Source: an optimization exercise on an open RTL-to-GDS flow (aim: small area and a short achievable clock period). Production flows keep margins and buffers that such runs may drop.
The RTL was checked by simulation tests, not by an equivalence proof against the original design.

## flow/design.v (module list and top-level ports; edited modules follow where they fit)
// module Integrator: 909 lines
// module Integrator_fa: 6 lines
// module Integrator_ha: 6 lines
// module Integrator_xor: 5 lines
// module Integrator_maj: 5 lines
// module Integrator_mux: 5 lines
// module Integrator_aoi: 5 lines
// module Integrator_inv: 5 lines
// module Integrator_nand: 5 lines
// module Integrator_nor: 5 lines
// module Integrator_oai: 5 lines
// module Integrator_xnor: 5 lines
module Integrator
          (clk,
           reset,
           In,
           Out);
  // ...
==> flow/flow/run.sh <==
#!/bin/bash
# Layout flow: the standard synthesis and ORFS layout (standard.sh) with two
# changes to how the layout is made:
#  - the input and output ports get plain buffer cells (buffer_ports
#    -buffer_cell) instead of the delay cells buffer_ports picks by itself;
#  - clock tree synthesis adds no dummy loads (-dont_use_dummy_load); the
#    other CTS arguments are the ones ORFS builds from config.mk.
# Each step's full output goes to a log file here (ORFS keeps its own per-step
# logs under orfs/logs).
set -euo pipefail
export BUFFER_PORTS_ARGS="-buffer_cell sky130_fd_sc_hd__buf_2"
export CTS_ARGS="-sink_clustering_enable -repair_clock_nets -sink_clustering_size 30 -sink_clustering_max_diameter 100 -buf_list {sky130_fd_sc_hd__clkbuf_4 sky130_fd_sc_hd__clkbuf_8} -dont_use_dummy_load"
bash standard.sh synth > run_synth.log 2>&1
bash standard.sh > run_layout.log 2>&1
==> flow/standard.sh <==
#!/bin/bash
# synth_recipe.tcl (not shown) runs the flow's synth.tcl, then flattens the netlist and writes it again
# the make line also repeats each setting of config.mk as NAME=value (left out here)
make -C /OpenROAD-flow-scripts/flow DESIGN_CONFIG=/design/flow/config.mk WORK_HOME=/design/flow/orfs CLKGATE_MAP_FILE= SYNTH_SCRIPT=/design/flow/synth_recipe.tcl "${@:-finish}"
==> flow/config.mk <==
export PLATFORM = sky130hd
export DESIGN_NAME = Integrator
export DESIGN_NICKNAME = Integrator
export VERILOG_FILES = /design/flow/design.v
export SDC_FILE = /design/flow/constraint.sdc
export NUM_CORES = 4
export LEC_CHECK = 0
export CAP_MARGIN = 20
export CORE_MARGIN = 2
export CORE_UTILIZATION = 40
export CTS_BUF_LIST = sky130_fd_sc_hd__clkbuf_4 sky130_fd_sc_hd__clkbuf_8
export CTS_CLUSTER_DIAMETER = 100
export CTS_CLUSTER_SIZE = 30
export SETUP_SLACK_MARGIN = 4.8
export SLEW_MARGIN = 20
export SYNTH_HIERARCHICAL = 1
export SYNTH_MINIMUM_KEEP_SIZE = 0
==> flow/constraint.sdc <==
create_clock -name core_clock -period 14.0 [get_ports {clk}]
set_input_delay 2.8000 -clock core_clock [delete_from_list [all_inputs] [get_ports {clk}]]
set_output_delay 2.8000 -clock core_clock [all_outputs]
set_load 0.01 [all_outputs]
==> impl_metrics.prom, run 1 <==
# TYPE chip_impl_metric gauge
chip_impl_metric{name="global_route.overflow_total",unit=""} 0
chip_impl_metric{name="cts_setup_buffers",unit=""} 20
chip_impl_metric{name="number_of_standard_cells_in_the_final_layout_excluding_fillers",unit=""} 839
chip_impl_metric{name="reg2reg_depth",unit=""} 16
chip_impl_metric{name="design.seq.count",unit=""} 87
chip_impl_info{name="worst_r2r_startpoint",value="vc"} 1
chip_impl_metric{name="synth_compound_area_share",unit="%"} 5.97
chip_impl_info{name="cts_root_buf",value="sky130_fd_sc_hd__clkbuf_8"} 1
chip_impl_metric{name="synth_adder_area_share",unit="%"} 43.2
chip_impl_info{name="worst_hold_path_type",value="reg2reg"} 1
chip_impl_info{name="outcome",value="no timing/DRC/antenna violations"} 1
chip_impl_info{name="synthMostInstantiatedCell",value="sky130_fd_sc_hd__fa_1"} 1
chip_impl_info{name="setup.worst_path.start",value="In[9]"} 1
chip_impl_metric{name="first_global_vias",unit=""} 4413
chip_impl_metric{name="numPlacedInstances",unit=""} 799
chip_impl_metric{name="clk_transition_reported_paths",unit="ns"} 0.07
chip_impl_metric{name="yosys.cell_types.count",unit=""} 14
chip_impl_metric{name="routedWlPerCell",unit="um"} 15.7
chip_impl_metric{name="cts.htree.levels",unit=""} 3
chip_impl_metric{name="slew-limit-headroom",unit="%"} 56.2
chip_impl_metric{name="clock.fmax",unit="MHz"} 109
chip_impl_metric{name="drt_wl_total",unit="um"} 13200
chip_impl_metric{name="floorplan.die.height",unit="um"} 134
chip_impl_metric{name="postLayoutSetupSlackWorst",unit="ns"} 4.84
chip_impl_metric{name="xor_xnor_portion_of_the_synthesized_cell_area",unit="%"} 5.84
chip_impl_info{name="cts_tree",value="yes"} 1
chip_impl_metric{name="cp_num_cells",unit=""} 16
chip_impl_metric{name="hold-path-cell-count",unit=""} 0
chip_impl_metric{name="core_region_area",unit="mm^2"} 0.0165
chip_impl_metric{name="worst_path_largest_cell_delay",unit="ns"} 0.53
chip_impl_metric{name="numClockSinks",unit=""} 87
chip_impl_info{name="cpMostUsedCell",value="sky130_fd_sc_hd__fa_2"} 1
chip_impl_metric{name="multi_input_area",unit="mm^2"} 0.00438
chip_impl_info{name="dr.max_layer_used",value="met4"} 1
chip_impl_metric{name="synth.yosys.warnings",unit=""} 7
chip_impl_metric{name="globalplace.congestion",unit=""} 0.888
==> inputs of run 2 (changes only) <==
--- a/flow/config.mk
+++ b/flow/config.mk
@@ -12,5 +12,5 @@
 export CTS_CLUSTER_DIAMETER = 100
 export CTS_CLUSTER_SIZE = 30
-export SETUP_SLACK_MARGIN = 4.8
+export SETUP_SLACK_MARGIN = 4
 export SLEW_MARGIN = 20
 export SYNTH_HIERARCHICAL = 1
==> run 2 against run 1 <==
Via count fell by 5.1%; design area is 6.3% lower; worst setup slack got worse by 0.31 ns; still clean; worst hold slack about the same; critical endpoint is now Out[20]; maximum frequency shrank 3.3%; count of clock-buffer cells in the layout stayed put; critical path depth fell by 1; non-clock buffer count is 31 lower; utilization fell by 2.9 points; synthesized area unchanged.
==> impl_metrics.prom, run 2 <==
# TYPE chip_impl_metric gauge
chip_impl_info{name="outcome",value="no timing/DRC/antenna violations"} 1
chip_impl_info{name="setup.worst_path.class",value="in2out"} 1
chip_impl_metric{name="synth_adder_area_share",unit="%"} 43.2
chip_impl_metric{name="initial_antenna_violation_count",unit=""} 0
chip_impl_info{name="largest_family_of_logic_cells_by_synthesized_area",value="adder cells"} 1
chip_impl_metric{name="synthArstFlopShare",unit="%"} 100
chip_impl_info{name="dominantRegCellSynth",value="sky130_fd_sc_hd__dfrtp_1"} 1
chip_impl_metric{name="areaGrowthSynthToFinish",unit="%"} 7.19
chip_impl_info{name="unrepaired_setup_endpoints_after_global_routing",value="false"} 1
chip_impl_metric{name="dp_hpwl",unit="um"} 10700
chip_impl_metric{name="synth_compound_area_share",unit="%"} 5.97
chip_impl_metric{name="number_of_standard_cells_in_the_final_layout_excluding_fillers",unit=""} 808
chip_impl_metric{name="slew-limit-headroom",unit="%"} 44.0
chip_impl_metric{name="dieArea",unit="mm^2"} 0.0179
chip_impl_metric{name="layout_worst_path_cycle_share",unit="%"} 67.7
chip_impl_metric{name="numClockSinks",unit=""} 87
chip_impl_metric{name="drv_cap",unit=""} 0
chip_impl_metric{name="worst-endpoint-arrival",unit="ns"} 6.67
chip_impl_metric{name="fin_tns_setup",unit="ns"} 0
chip_impl_info{name="endpoint_kind_of_the_worst_setup_timing_path",value="output port"} 1
chip_impl_metric{name="setup_violations",unit=""} 0
chip_impl_metric{name="clkLatencyLatePin",unit="ns"} 0.38
chip_impl_metric{name="globalplace.congestion",unit=""} 0.888
chip_impl_metric{name="cts_setup_buffers",unit=""} 0
chip_impl_metric{name="slew_viol_final",unit=""} 0
chip_impl_metric{name="finish.utilization",unit="%"} 43.8
chip_impl_metric{name="timing.critical_path.fanout_max",unit=""} 7
chip_impl_metric{name="x_dimension_of_the_die",unit="um"} 134
chip_impl_metric{name="post_synth_inst_count",unit=""} 550
chip_impl_metric{name="numPlacedInstances",unit=""} 799
chip_impl_info{name="synthMostInstantiatedCell",value="sky130_fd_sc_hd__fa_1"} 1
chip_impl_info{name="post_synth_main_area_contributors",value="sky130_fd_sc_hd__fa_1, sky130_fd_sc_hd__dfrtp_1, sky130_fd_sc_hd__xor2_1"} 1
chip_impl_metric{name="yosys.area_share.simple",unit="%"} 6.62
chip_impl_metric{name="ys_seq_elements",unit=""} 87
chip_impl_metric{name="xor_xnor_portion_of_the_synthesized_cell_area",unit="%"} 5.84
chip_impl_metric{name="detail_route.vias_per_cell",unit=""} 4.55
chip_impl_metric{name="core_region_area",unit="mm^2"} 0.0165
chip_impl_metric{name="synth_edf_count",unit=""} 0
chip_impl_metric{name="numPortBuffers",unit=""} 44
chip_impl_metric{name="synth.yosys.warnings",unit=""} 7
chip_impl_metric{name="hold_viol_final",unit=""} 0
chip_impl_info{name="largest_registers",value="y1 (22), y2 (22)"} 1
chip_impl_metric{name="initialDrtViolationCount",unit=""} 168
chip_impl_metric{name="crit_required",unit="ns"} 11.20
chip_impl_metric{name="number_of_gates_resized_after_cts",unit=""} 0
chip_impl_metric{name="global_route.overflow_total",unit=""} 0
chip_impl_metric{name="initial_core_util",unit="%"} 40.9
chip_impl_metric{name="detail-route-antenna-nets",unit=""} 0
chip_impl_info{name="commonest_non_fill_non_tap_cells_in_the_layout",value="sky130_fd_sc_hd__fa_1, sky130_fd_sc_hd__dfrtp_1, sky130_fd_sc_hd__inv_1, sky130_fd_sc_hd__nor2_1, sky130_fd_sc_hd__nand2_1"} 1
chip_impl_metric{name="hold-worst-slack",unit="ns"} 0.352
chip_impl_info{name="cts_root_buf",value="sky130_fd_sc_hd__clkbuf_8"} 1
chip_impl_info{name="cts_tree",value="yes"} 1
chip_impl_metric{name="yosys.cell_types.count",unit=""} 14
chip_impl_metric{name="reg2reg_depth",unit=""} 14
chip_impl_metric{name="clk_transition_reported_paths",unit="ns"} 0.07
chip_impl_info{name="start_kind",value="input port"} 1
chip_impl_metric{name="routedWlPerCell",unit="um"} 15.4
chip_impl_metric{name="floorplan.die.height",unit="um"} 134
chip_impl_metric{name="syn_area_per_cell",unit="um^2"} 12.3
chip_impl_metric{name="part_of_the_yosys_area_used_for_sequential_elements",unit="%"} 32.2
chip_impl_metric{name="cts_max_path_buffers",unit=""} 2
chip_impl_metric{name="hold-path-cell-count",unit=""} 0
chip_impl_metric{name="nets",unit=""} 765
chip_impl_metric{name="yosys-mux-area-fraction",unit="%"} 0
chip_impl_info{name="synth_area_leader_cell",value="sky130_fd_sc_hd__fa_1"} 1
chip_impl_metric{name="io_pins",unit=""} 46
chip_impl_metric{name="wire_length_of_the_first_global_routing_pass",unit="um"} 21600
chip_impl_metric{name="worst-slew-pin-transition",unit="ns"} 0.834
chip_impl_metric{name="drive_gt1_share",unit="%"} 13.8
chip_impl_info{name="synth.cells.most_frequent",value="sky130_fd_sc_hd__fa_1, sky130_fd_sc_hd__dfrtp_1, sky130_fd_sc_hd__inv_1, sky130_fd_sc_hd__nor2_1, sky130_fd_sc_hd__nand2_1"} 1
chip_impl_metric{name="antenna-diode-count",unit=""} 0
chip_impl_metric{name="grtUsageTotal",unit="%"} 16.0
chip_impl_metric{name="fin_worst_skew",unit="ns"} 0.0231
chip_impl_metric{name="grt_start_max_net_pins",unit=""} 54
chip_impl_metric{name="cts_hold_repair.buffers",unit=""} 0
chip_impl_metric{name="drt_drc_violations_left",unit=""} 0
chip_impl_metric{name="drt_wl_total",unit="um"} 12500
chip_impl_info{name="worst_hold_path_type",value="reg2reg"} 1
chip_impl_metric{name="core.rowCount",unit=""} 47
chip_impl_metric{name="finalCriticalPeriod",unit="ns"} 9.47
chip_impl_metric{name="synthDominantCellAreaShare",unit="%"} 40.6
chip_impl_metric{name="cts.htree.levels",unit=""} 3
chip_impl_info{name="mostFrequentLayoutCell",value="sky130_fd_sc_hd__fa_1"} 1
chip_impl_metric{name="num_vias",unit=""} 3679
chip_impl_metric{name="cts-buffers-inserted",unit=""} 9
chip_impl_metric{name="netlist_area_pre_place",unit="mm^2"} 0.00675
chip_impl_metric{name="clock.fmax",unit="MHz"} 106
chip_impl_metric{name="1st_pass_router_iterations",unit=""} 4
chip_impl_metric{name="first_global_vias",unit=""} 4279
## run 2: cell families (layout without fill, tap and decap cells)
| logic type | Yosys count | in the layout |
|---|---|---|
| AND/OR/NAND/NOR | 118 | 118 |
| buffers and inverters | 86 | 118 |
| other | 2 | 8 |
| XOR/XNOR | 45 | 45 |
| flip-flops | 87 | 87 |
| AO/OA/AOI/OAI | 61 | 61 |
| adder cells (fa/ha/maj) | 151 | 151 |
## run 2: layout make-up
cell class / count / area, um^2
clock buffers: 9 / 124
fillers: 1537 / 9290
inverters: 64 / 241
multi-input cells: 383 / 4190
flip-flops and latches: 87 / 2180
well taps: 220 / 275
repair buffers: 45 / 228
## run 2: worst max-delay path, stage by stage
cell	delay (ns)
sky130_fd_sc_hd__buf_2	0.13
sky130_fd_sc_hd__inv_1	0.27
sky130_fd_sc_hd__fa_1	0.48
sky130_fd_sc_hd__ha_1	0.19
sky130_fd_sc_hd__ha_1	0.32
sky130_fd_sc_hd__fa_1	0.56
sky130_fd_sc_hd__nor2_1	0.08
sky130_fd_sc_hd__nor2_1	0.18
sky130_fd_sc_hd__nand2_1	0.09
sky130_fd_sc_hd__o21ai_1	0.66
sky130_fd_sc_hd__a21oi_2	0.18
sky130_fd_sc_hd__inv_1	0.24
sky130_fd_sc_hd__a21oi_2	0.09
sky130_fd_sc_hd__xnor2_1	0.24
sky130_fd_sc_hd__buf_2	0.17
## run 2: worst paths after layout
path                            startpoint      end  slack (ns)
max in group asynchronous            reset     v[6]       10.48
min in group asynchronous            reset   y1[14]        2.46
worst min register to register      y1[16]   y2[16]        0.35
worst max-delay path                 In[6]  Out[20]        4.53
worst max register to register          vc   y1[21]        8.34
worst min-delay path                y1[16]   y2[16]        0.35
## run 2: Yosys stat by module, one instance, submodules excluded
module           flops+latches  times used  cells
Integrator                  87           1    163
Integrator_aoi               0          26      1
Integrator_fa                0         137      1
Integrator_ha                0          13      1
Integrator_inv               0          18      1
Integrator_nand              0          53      1
Integrator_nor               0          62      1
Integrator_oai               0          35      1
Integrator_xnor              0           8      1
Integrator_xor               0          35      1
## run 2: routing by layer
layer  routed length (um)  track usage (%)
met5                    0                0
met4                  157             4.26
met3                  397             3.48
met2                 6440             27.3
met1                 5470             21.0
## run 2: stage by stage
stage / area, um^2 / worst slack, ns
6_report: 7240 / 4.53
2_1_floorplan: 6770 / 5.17
3_5_place_dp: 7110 / 4.49
5_1_grt: 7240 / 4.17
3_3_place_gp: 7110 / 4.67
4_1_cts: 7240 / 4.49

## what the ideal ports hide
Ports are ideal in the flow. The routed layouts listed here were re-timed in OpenROAD.
Step 1 assumes that a clkbuf_16 drives the clock port and a buf_2 every other input.
Step 2 moves the port delays by t, midway between the first and last clock arrival at a register: inputs arrive t later, outputs are due t later. That takes back most of the time a late clock gives input paths.
Slacks: ideal / step 1 / step 2; pairs: ideal / step 1.
run | t, ns | slack for setup (ns) | worst slew at a driven data input, ns
run 1 | 0.402 | 4.840 / 4.791 / 4.791 | 0.05
run 2 | 0.402 | 4.527 / 4.504 / 4.504 | 0.04
After both steps every run listed still meets setup and hold. The setup slack of run 1, which loses most, moves by -0.049 ns with the drivers and by -0.049 ns with both steps.
